What follows belongs to an exercise in optimizing a design on an open flow for small area; a production flow would make more cautious choices.
Function was checked by simulation only, so behaviour that the tests miss may differ from the original.
Power figures rest on the tool's default switching activity, not on a simulated workload.

## flow/design.v

```verilog
module keyboard (input clk,
					  input reset,
					  input ps2_data,
					  input ps2_clk,
					  output reg [7:0] data_o);
parameter idle    = 2'b01;
parameter receive = 2'b10;
parameter ready   = 2'b11;
reg [1:0]  state;
reg [15:0] rxtimeout;
reg [10:0] rxregister;
reg [1:0]  clksr;
reg [7:0]  rxdata;
reg datafetched;
always @(posedge clk) begin
	if (reset)
		data_o <= 8'b00000000;
	else if(datafetched==1)
		data_o <= rxdata;
end
always @(posedge clk) begin
	if (reset) begin
		state       <= idle;
		rxtimeout   <= 16'b0000000000000000;
		rxregister  <= 11'b11111111111;
		clksr       <= 2'b11;
		rxdata      <= 8'b00000000;
		datafetched <= 1'b0;
	end else begin
	rxtimeout <= rxtimeout + 1;
	clksr <= {clksr[0], ps2_clk};
	if (clksr==2'b10)
		rxregister <= {ps2_data,rxregister[10:1]};
	case (state)
		idle:
		begin
			rxregister <= 11'b11111111111;
			rxtimeout  <= 16'b0000000000000000;
			if(ps2_data==0 && clksr[1]==1)
			begin 
				state <= receive;
			end
		end
		receive:
		begin
      if(rxtimeout==50000)
        state<=idle;
      else if(rxregister[0]==0)
			begin
			  rxdata<=rxregister[8:1];
			  state<=ready;
			  datafetched<=1;
			end
		end
		ready: 
		begin
			if(datafetched==1)
			begin
				state     <=idle;
			end  
		end  
		endcase
	end
end
endmodule
module ps2_to_ascii(
    input [7:0] ps2_code,
    output reg [7:0] lcd_dbOut,
    output reg rsOut
);
always@* begin
    case (ps2_code)
        8'h5A : rsOut = 1'b0;  
        default : rsOut = 1'b1;
    endcase
end
always@* begin
    case(ps2_code)
        8'h1C : lcd_dbOut = 8'h61;  
        8'h32 : lcd_dbOut = 8'h62;  
        8'h21 : lcd_dbOut = 8'h63;  
        8'h23 : lcd_dbOut = 8'h64;  
        8'h24 : lcd_dbOut = 8'h65;  
        8'h2B : lcd_dbOut = 8'h66;  
        8'h34 : lcd_dbOut = 8'h67;  
        8'h33 : lcd_dbOut = 8'h68;  
        8'h43 : lcd_dbOut = 8'h69;  
        8'h3B : lcd_dbOut = 8'h6A;  
        8'h42 : lcd_dbOut = 8'h6B;  
        8'h4B : lcd_dbOut = 8'h6C;  
        8'h3A : lcd_dbOut = 8'h6D;  
        8'h31 : lcd_dbOut = 8'h6E;  
        8'h44 : lcd_dbOut = 8'h6F;  
        8'h4D : lcd_dbOut = 8'h70;  
        8'h15 : lcd_dbOut = 8'h71;  
        8'h2D : lcd_dbOut = 8'h72;  
        8'h1B : lcd_dbOut = 8'h73;  
        8'h2C : lcd_dbOut = 8'h74;  
        8'h3C : lcd_dbOut = 8'h75;  
        8'h2A : lcd_dbOut = 8'h76;  
        8'h1D : lcd_dbOut = 8'h77;  
        8'h22 : lcd_dbOut = 8'h78;  
        8'h35 : lcd_dbOut = 8'h79;  
        8'h1A : lcd_dbOut = 8'h7A;  
        8'h45 : lcd_dbOut = 8'h30;  
        8'h16 : lcd_dbOut = 8'h31;  
        8'h1E : lcd_dbOut = 8'h32;  
        8'h26 : lcd_dbOut = 8'h33;  
        8'h25 : lcd_dbOut = 8'h34;  
        8'h2E : lcd_dbOut = 8'h35;  
        8'h36 : lcd_dbOut = 8'h36;  
        8'h3D : lcd_dbOut = 8'h37;  
        8'h3E : lcd_dbOut = 8'h38;  
        8'h46 : lcd_dbOut = 8'h39;  
        8'h5A : lcd_dbOut = 8'hC0;  
        8'h29 : lcd_dbOut = 8'h20;  
        8'hF0 : lcd_dbOut = 8'hF0;  
        default : lcd_dbOut = 8'hF0;
    endcase
end
endmodule
module lcd(
  clock,
  internal_reset,
  d_in,
  data_ready,
  rs,
  e,
  d,
  busy_flag
);
parameter CLK_FREQ = 100000000;
parameter integer D_50ns  = (CLK_FREQ + 10000000) / 20000000;
parameter integer D_250ns = (CLK_FREQ + 2000000) / 4000000;
parameter integer D_40us  = (CLK_FREQ + 12500) / 25000;
parameter integer D_60us  = (3 * CLK_FREQ + 25000) / 50000;
parameter integer D_200us = (CLK_FREQ + 2500) / 5000;
parameter integer D_2ms   = (CLK_FREQ + 250) / 500;
parameter integer D_5ms   = (CLK_FREQ + 100) / 200;
parameter integer D_100ms = (CLK_FREQ + 5) / 10;
parameter STATE00 = 5'b00000;
parameter STATE01 = 5'b00001;
parameter STATE02 = 5'b00010;
parameter STATE03 = 5'b00011;
parameter STATE04 = 5'b00100;
parameter STATE05 = 5'b00101;
parameter STATE06 = 5'b00110;
parameter STATE07 = 5'b00111;
parameter STATE08 = 5'b01000;
parameter STATE09 = 5'b01001;
parameter STATE10 = 5'b01010;
parameter STATE11 = 5'b01011;
parameter STATE12 = 5'b01100;
parameter STATE13 = 5'b01101;
parameter STATE14 = 5'b01110;
parameter STATE15 = 5'b01111;
parameter STATE16 = 5'b10000;
parameter STATE17 = 5'b10001;
parameter STATE18 = 5'b10010;
parameter STATE19 = 5'b10011;
parameter STATE20 = 5'b10100;
parameter STATE21 = 5'b10101;
parameter STATE22 = 5'b10110;
parameter STATE23 = 5'b10111;
parameter STATE24 = 5'b11000;
parameter STATE25 = 5'b11001;
input clock;
input internal_reset;
input [8:0] d_in;
input data_ready;
output rs;
output e;
output [7:0] d;
output busy_flag;
reg rs;
reg e;
reg [7:0] d;
reg busy_flag;
reg [4:0] state;
reg start;
reg [23:0] count;
reg counter_clear;
reg flag_50ns;
reg flag_250ns;
reg flag_40us;
reg flag_60us;
reg flag_200us;
reg flag_2ms;
reg flag_5ms;
reg flag_100ms;
always @(posedge clock) begin
  if (internal_reset) begin
    rs <= 1'b0;
    e <= 1'b0;
    d <= 8'b00000000;
    busy_flag <= 1'b0;
    state <= 5'b00000;
    start <= 1'b0;
    count <= 24'h000000;
    counter_clear <= 1'b0;
    flag_50ns  <= 1'b0;
    flag_250ns <= 1'b0;
    flag_40us  <= 1'b0;
    flag_60us  <= 1'b0;
    flag_200us <= 1'b0;
    flag_2ms   <= 1'b0;
    flag_5ms   <= 1'b0;
    flag_100ms <= 1'b0;
  end else begin
  if (data_ready) begin
    start <= 1'b1;
  end
  if (counter_clear) begin
    count <= 24'h000000;
    counter_clear <= 1'b0;  
    flag_50ns  <= 1'b0;
    flag_250ns <= 1'b0;
    flag_40us  <= 1'b0;
    flag_60us  <= 1'b0;
    flag_200us <= 1'b0;
    flag_2ms   <= 1'b0;
    flag_5ms   <= 1'b0;
    flag_100ms <= 1'b0;
  end
  if (!counter_clear) begin
    count <= count + 1;
    if (count == D_50ns) begin
      flag_50ns  <= 1'b1;
    end
    if (count == D_250ns) begin
      flag_250ns <= 1'b1;
    end
    if (count == D_40us) begin
      flag_40us  <= 1'b1;
    end
    if (count == D_60us) begin
      flag_60us  <= 1'b1;
    end
    if (count == D_200us) begin
      flag_200us <= 1'b1;
    end
    if (count == D_2ms) begin
      flag_2ms   <= 1'b1;
    end
    if (count == D_5ms) begin
      flag_5ms   <= 1'b1;
    end
    if (count == D_100ms) begin
      flag_100ms <= 1'b1;
    end
  end
case (state)
  STATE00: begin                        
    busy_flag <= 1'b1;                   
    if (flag_100ms) begin                
      rs <= 1'b0;                        
      d  <= 8'b00110000;                 
      counter_clear <= 1'b1;             
      state <= STATE01;                  
    end
  end
  STATE01: begin                        
    if (flag_50ns) begin                 
      e <= 1'b1;                         
      counter_clear <= 1'b1;             
      state <= STATE02;                  
    end
  end
  STATE02: begin                         
    if (flag_250ns) begin                
      e <= 1'b0;                         
      counter_clear <= 1'b1;             
      state <= STATE03;                  
    end
  end
  STATE03: begin
    if (flag_5ms) begin                  
      e <= 1'b1;                         
      counter_clear <= 1'b1;             
      state <= STATE04;                  
    end
  end
  STATE04: begin
    if (flag_250ns) begin                
      e <= 1'b0;                         
      counter_clear <= 1'b1;             
      state <= STATE05;                  
    end
  end
  STATE05: begin
    if (flag_200us) begin 
      e <= 1'b1;                           
      counter_clear <= 1'b1;
      state <= STATE06;
      end
    end
  STATE06: begin
    if (flag_250ns) begin
      e <= 1'b0;      
      counter_clear <= 1'b1;
      state <= STATE07;                          
    end
  end
  STATE07: begin
    if (flag_200us) begin
      d  <= 8'b00111000;                 
      counter_clear <= 1'b1;
      state <= STATE08;
    end
  end
  STATE08: begin                        
    if (flag_50ns) begin 
      e <= 1'b1; 
      counter_clear <= 1'b1; 
      state <= STATE09;
    end
  end
  STATE09: begin                        
    if (flag_250ns) begin
      e <= 1'b0; 
      counter_clear <= 1'b1; 
      state <= STATE10;
    end
  end
  STATE10: begin
    if (flag_60us) begin
      d  <= 8'b00001000;                 
      counter_clear <= 1'b1;
      state <= STATE11;
    end
  end
  STATE11: begin                        
    if (flag_50ns) begin 
      e <= 1'b1;                       
      counter_clear <= 1'b1;
      state <= STATE12;
    end
  end
  STATE12: begin                        
    if (flag_250ns) begin
      e <= 1'b0;
      counter_clear <= 1'b1;
      state <= STATE13;
    end
  end
  STATE13: begin
    if (flag_60us) begin
      d  <= 8'b00000001;                 
      counter_clear <= 1'b1;
      state <= STATE14;
     end
  end
  STATE14: begin                        
    if (flag_50ns) begin
      e <= 1'b1;
      counter_clear <= 1'b1;
      state <= STATE15;   
    end
  end
  STATE15: begin                        
    if (flag_250ns) begin
      e <= 1'b0;
      counter_clear <= 1'b1;
      state <= STATE16;     
    end
  end
  STATE16: begin
    if (flag_5ms) begin                  
      d  <= 8'b00000110;                 
      counter_clear <= 1'b1;
      state <= STATE17;
     end
  end
  STATE17: begin                        
    if (flag_50ns) begin
      e <= 1'b1;   
      counter_clear <= 1'b1;
      state <= STATE18;
    end
  end
  STATE18: begin                        
    if (flag_250ns) begin 
      e <= 1'b0;  
      counter_clear <= 1'b1;
      state <= STATE19;    
    end
  end
  STATE19: begin
    if (flag_60us) begin
      d  <= 8'b00001100;                 
      counter_clear <= 1'b1;
      state <= STATE20;
    end
  end
  STATE20: begin                        
    if (flag_50ns) begin
      e <= 1'b1;
      counter_clear <= 1'b1;
      state <= STATE21;
    end
  end
  STATE21: begin                        
    if (flag_250ns) begin
      e <= 1'b0;
      counter_clear <= 1'b1;
      state <= STATE22;
    end
  end
  STATE22: begin
    if (flag_60us) begin
      busy_flag <= 1'b0;                 
      counter_clear <= 1'b1;
      state <= STATE23;  
    end
  end
  STATE23: begin
    if (start && !busy_flag) begin       
      start <= 1'b0;                     
      counter_clear <= 1'b1;
      rs <= d_in[8];                     
      d  <= d_in[7:0];                   
      busy_flag <= 1'b1;                 
      end  
    else if (flag_50ns && busy_flag) begin    
       counter_clear <= 1'b1;            
       state <= STATE24;                 
       end
  end
  STATE24: begin   
    if (counter_clear) begin             
      e <= 1'b1;                         
    end
    else if (flag_250ns) begin           
      counter_clear <= 1'b1;             
      state <= STATE25;                  
    end
  end
  STATE25: begin
    if (counter_clear) begin             
      e <= 1'b0;                         
    end
    else if (flag_40us == 1'b1 && rs == 1'b1) begin   
      busy_flag <= 1'b0;                 
      counter_clear <= 1'b1;             
      state <= STATE23;                  
    end
    else if (flag_2ms == 1'b1 && rs == 1'b0) begin  
      busy_flag <= 1'b0;                 
      counter_clear <= 1'b1;             
      state <= STATE23;                  
    end
  end
  default: ;
endcase
  end
end
endmodule
module controller(input clk,
                  input lcd_busy,
                  input internal_reset,
                  input [7:0]d_i,
                  output reg data_ready);
reg r;              
always@(posedge clk) begin
  if(internal_reset)begin
    data_ready<=1'b0;
    r <= 0;
  end else begin
  if (lcd_busy == 1)
    data_ready <= 0;
  if (!lcd_busy && d_i == 8'hF0)
    r <= 1;
  if (r == 1 && d_i != 8'hF0) begin
    data_ready <= 1;  
    r <= 0;  
  end
  end
end
endmodule
module top(input clk,
           input ps2_clk,
           input ps2_data,
           input internal_reset_lcd,
           output rs,
           output e,
           output [7:0] d
           );
wire [7:0]d_i_p2a;
wire [8:0]d_i_lcd;
wire data_ready;
wire busy_flag;
keyboard kb(clk,internal_reset_lcd,ps2_data,ps2_clk,d_i_p2a);
ps2_to_ascii p2a(d_i_p2a,d_i_lcd[7:0],d_i_lcd[8]);
lcd #(.CLK_FREQ(10000000)) l(clk,internal_reset_lcd,d_i_lcd,data_ready,rs,e,d,busy_flag);
controller ctl(clk,busy_flag,internal_reset_lcd,d_i_p2a,data_ready);
endmodule
```

## flow/run.sh

```bash
#!/bin/bash
# synth_recipe.tcl (not shown) runs the flow's synth.tcl, then flattens the netlist and writes it again
# the make line also repeats each setting of config.mk as NAME=value (left out here)
make -C /OpenROAD-flow-scripts/flow DESIGN_CONFIG=/design/flow/config.mk WORK_HOME=/design/flow/orfs CLKGATE_MAP_FILE= SYNTH_SCRIPT=/design/flow/synth_recipe.tcl finish
```

## flow/config.mk

```make
export PLATFORM = sky130hd
export DESIGN_NAME = top
export DESIGN_NICKNAME = top
export VERILOG_FILES = /design/flow/design.v
export SDC_FILE = /design/flow/constraint.sdc
export NUM_CORES = 4
export LEC_CHECK = 0
export CAP_MARGIN = 20
export CORE_MARGIN = 2
export CORE_UTILIZATION = 40
export SLEW_MARGIN = 20
```

## flow/constraint.sdc

```tcl
create_clock -name core_clock -period 100.0 [get_ports {clk}]
set_input_delay 20.0000 -clock core_clock [delete_from_list [all_inputs] [get_ports {clk}]]
set_output_delay 20.0000 -clock core_clock [all_outputs]
set_load 0.01 [all_outputs]
```

==> notes.md <==
[synth_stat cells (3+ instances only)]
cell type  instances  area share (%)
nand3b_1           4            0.54
and4_1             6            0.94
nor2b_1           18             2.0
or2_2              5            0.56
o32ai_1            4            0.62
a31oi_1            7            0.78
nor2_1            94             6.3
a2111oi_0          3            0.47
nand2b_1          16             1.8
and3_1             9             1.0
nand3_2            3            0.54
o21ai_1            3            0.27
or4_1              4            0.54
a22o_1             3            0.47
buf_4              5            0.67
nor4b_1            4            0.62
nand4_1            9             1.0
ha_1               5             1.1
a41oi_1            3            0.47
and2_1             3            0.33
xor2_1            27             4.2
buf_2             12             1.1
buf_1              5            0.33
o22ai_1            3            0.33
a32oi_1            3            0.47
inv_1             16             1.1
a22oi_1            5            0.67
a311oi_1           3            0.47
nand3_1           36             3.2
xnor2_1           13             2.0
nor3_1            30             2.7
clkbuf_1          22             1.5
dfxtp_1          100              36
a21oi_1           36             3.2
nor4_1            10             1.1
nor3b_1            7            0.94
or3_1             10             1.1
mux2i_1           22             3.9
o21ai_0           18             1.6
nand2_1           60             4.0
[metal layers]
layer / share of wire, % / wire length [µm]
met5: 0 / 0
met4: 1.5 / 197
met3: 4.1 / 530
met2: 44 / 5684
met1: 50 / 6370
[worst max-delay path, cell delays in order]
cell and delay (ps):
clkdlybuf4s50_1 450, buf_4 390, or2_2 590, nor2_1 120
[cell families (layout without fill, tap and decap cells)]
| logic type | Yosys count | in the layout | synth area share [%] |
|---|---|---|---|
| buffers and inverters | 62 | 46 | 5.022 |
| muxes | 23 | 23 | 4.196 |
| xor gates and xnor gates | 40 | 40 | 6.250 |
| AOI/OAI and AO/OA | 119 | 119 | 15.13 |
| DFF | 100 | 100 | 35.71 |
| and+or+nand+nor | 346 | 346 | 32.57 |
| adders and majority gates | 5 | 5 | 1.116 |
[layout make-up]
class                      count  share of cell area [%]
inverter                      16                  0.9950
timing repair buffer          14                   2.280
tap                          180                   3.731
clock buffer                   9                   3.731
sequential                   100                   33.17
clock inverter                 7                   1.057
multi-input combinational    533                   55.04
[metrics by stage]
step | utilization [%] | total power [W]
2_1_floorplan | - | 0.00005433
4_1_cts | 43.82 | 0.00009097
5_1_grt | 43.82 | 0.00009448
3_3_place_gp | 41.72 | 0.00005750
3_5_place_dp | 41.72 | 0.00005778
6_report | 43.82 | 0.00009016
[cell usage in the layout, fill, tap and decap left out, types with 7 or more instances in the layout]
cell type | netlist | routed
a21oi_1 | 36 | 36
a31oi_1 | 7 | 7
and3_1 | 9 | 9
clkbuf_16 | 0 | 9
clkdlybuf4s50_1 | 0 | 13
dfxtp_1 | 100 | 100
inv_1 | 16 | 16
mux2i_1 | 22 | 22
nand2_1 | 60 | 60
nand2b_1 | 16 | 16
nand3_1 | 36 | 36
nand4_1 | 9 | 9
nor2_1 | 94 | 94
nor2b_1 | 18 | 18
nor3_1 | 30 | 30
nor3b_1 | 7 | 7
nor4_1 | 10 | 10
o21ai_0 | 18 | 18
or3_1 | 10 | 10
xnor2_1 | 13 | 13
xor2_1 | 27 | 27
[state kept, by name, summed over array words and instances, names as in the netlist, 2 cells and up]
signal	count
l.state	5
kb.clksr	2
kb.data_o	8
l.count	24
l.d	8
kb.state	2
kb.rxdata	8
kb.rxtimeout	16
kb.rxregister	11
[report_power, final]
part           leakage [nW]  internal [W]  switching (W)
registers             0.809     0.0000412     0.00000236
logic                 0.992    0.00000585     0.00000759
clock network         0.139     0.0000173      0.0000158
[worst min path at each step]
| stage | endpoint | slack [ps] | depth (start not counted) |
|---|---|---|---|
| final | kb.clksr[1] | 460 | 1 |
| after global routing | l.d[6] | 500 | 2 |
| after CTS | kb.clksr[1] | 470 | 1 |
| after detailed placement | kb.clksr[1] | 450 | 1 |
| after global placement | kb.clksr[1] | 440 | 1 |
| after floorplan | kb.clksr[1] | 430 | 1 |
==> notes.md <==
- Status: finished clean
- Cell count after placement: 843
- Diodes inserted: 0
- Initial DRC count: around 420
- Register area share after synthesis: between 30% and 40%
- Clk latency of the worst-skew pair: around 340 ps
- Die area: about 0.015 mm²
- Nets: approximately 680
- Core region area: ~0.014 mm²
- Largest net degree at the start of global routing: 47
- Final hold slack: 464.0 ps
- Layout cells sized above 1: under 10%
- Cells after Synth: between 600 and 700
- Critical Path End: l.count[16]
- Worst slew margin: around a third
- Dpl ws: 78270 ps
- RSZ-0062 raised after global routing: no
- Worst R2R Start: l.state[2]
- Register Area: between 0.002 and 0.0025 mm²
- Crit path from: internal_reset_lcd
- Yosys warnings: 4
- Setup_tns: 0 ps
- Critical R2R Capture: l.state[2]
- Syn Area/Cell: 8.065 µm²
- Finished Cell Area: approximately 0.0060 mm²
- Fin. Hold Viols: 0
- Flop2flop setup slack: approximately 97000 ps
- Distinct cells, synth: 76
- CTS tree: yes
- M1 GR Usage: 25.58%
- Seq cells post-synth: 100
- GR peak layer: met2
- First-pass DRT Iterations: 5
- Async S/R FF share, synth: 0%
- Worst path arrival time: about 22000 ps
- Total power per unit cell area: around 15 mW/mm²
- Clock Tree Buf Depth: 2
- FP Rows: between 40 and 50
- CP startpoint kind: input pin
- Cts hold-fix bufs: 0
- Clk sink count: 100
- Main synth FF type: dfxtp_1
- Fillers: between 1k and 1.5k
- Max Slew Vio Count: 0
- Synth Net Count: ~700
- Initial core utilization: 40.70%
- Post-synth EDFFs: 0
- Number of nets still failing antenna checks after routing: 0
- Hold Crit Class: flip-flop to flip-flop
- Max Cap Violations: 0
- Worst-Margin Slew: just over 1000 ps
- Fmax: approximately 47 MHz
- Worst EP required: between 100000 and 150000 ps
- CTS buffer count: 9
- Hold Crit Start: kb.clksr[0]
- Via density: 5.626
- Final worst-path cycle share: 21.38%
- Worst reg-to-reg path cell count: 6
- Worst-path clk slew: around 70 ps
- Fin Clk Skew: around 10 ps
- GRT Total Usage: roughly 18%
- Routed Wire Length: ~13 mm
- Vias post-DR: just under 5k
- First-pass GRT wire length: about 22 mm
- Worst Setup Slack, final: a little under 80000 ps
- Die span in y: approximately 120 µm
- Total grt overflow: 0
- Post-detail-place hpwl: roughly 9 mm
- Cell Area, Synth: around 0.0056 mm²
- Chip Width: between 100 and 150 µm
- Critical Path Fanout Max: 46
- PortBufs: 13
- Setup bufs post-CTS: 0
- Worst setup path class: input pin to flip-flop
- Vias in the first global route: approximately 4.5k
- Global placement routability congestion: a little under 0.9
- Final Instance Count excl. Fillers: 859
- M3 GR Usage: approximately 3.4%
- Initial antenna violation count: 0
- Wire per inst: 14.88 µm
- P&R area growth vs syn: 7.679%
- CTS resizes: 0
- Setup crit end kind: flip-flop
- Post-DP Area: ~0.0057 mm²
- Final setup vio count: 0
- DRC violations left: 0
- Leakage Power: roughly 1.9 nW
- Met2 GRT Util: between 20% and 30%
- I/O pin count: 14
- VDD IR max: approximately 0.0075 mV
- H-tree levels: 3
- Multi-input logic area: about 0.0033 mm²
- Root buf cell: clkbuf_16
- Fin crit period: roughly 21000 ps

[what the ideal ports hide]
The results above use ideal ports. As a check the final layout listed here was re-extracted and re-timed, cells and wires unchanged.
Step 1 sets driving cells, clkbuf_16 on the clock port and buf_2 on the other inputs (assumed; they add their load-dependent delay and slew).
Step 2 also shifts input and output timing later by t, the mid clock arrival at the registers, as if the neighbouring blocks saw the same clock.
Slacks: ideal ports / drivers / drivers and shift; pairs: ideal ports / drivers.
shift t [ns]: 0.373
setup slack, ns: 78.623 / 78.617 / 78.268
slew at the worst register clock pin (ns): 0.07 / 0.07
worst data-port slew with drivers (ns): 0.03
cell pins on the clock port's net: 1
After both steps this run still meets setup and hold. The setup slack of this run moves by -0.006 ns with the drivers and by -0.355 ns with both steps.
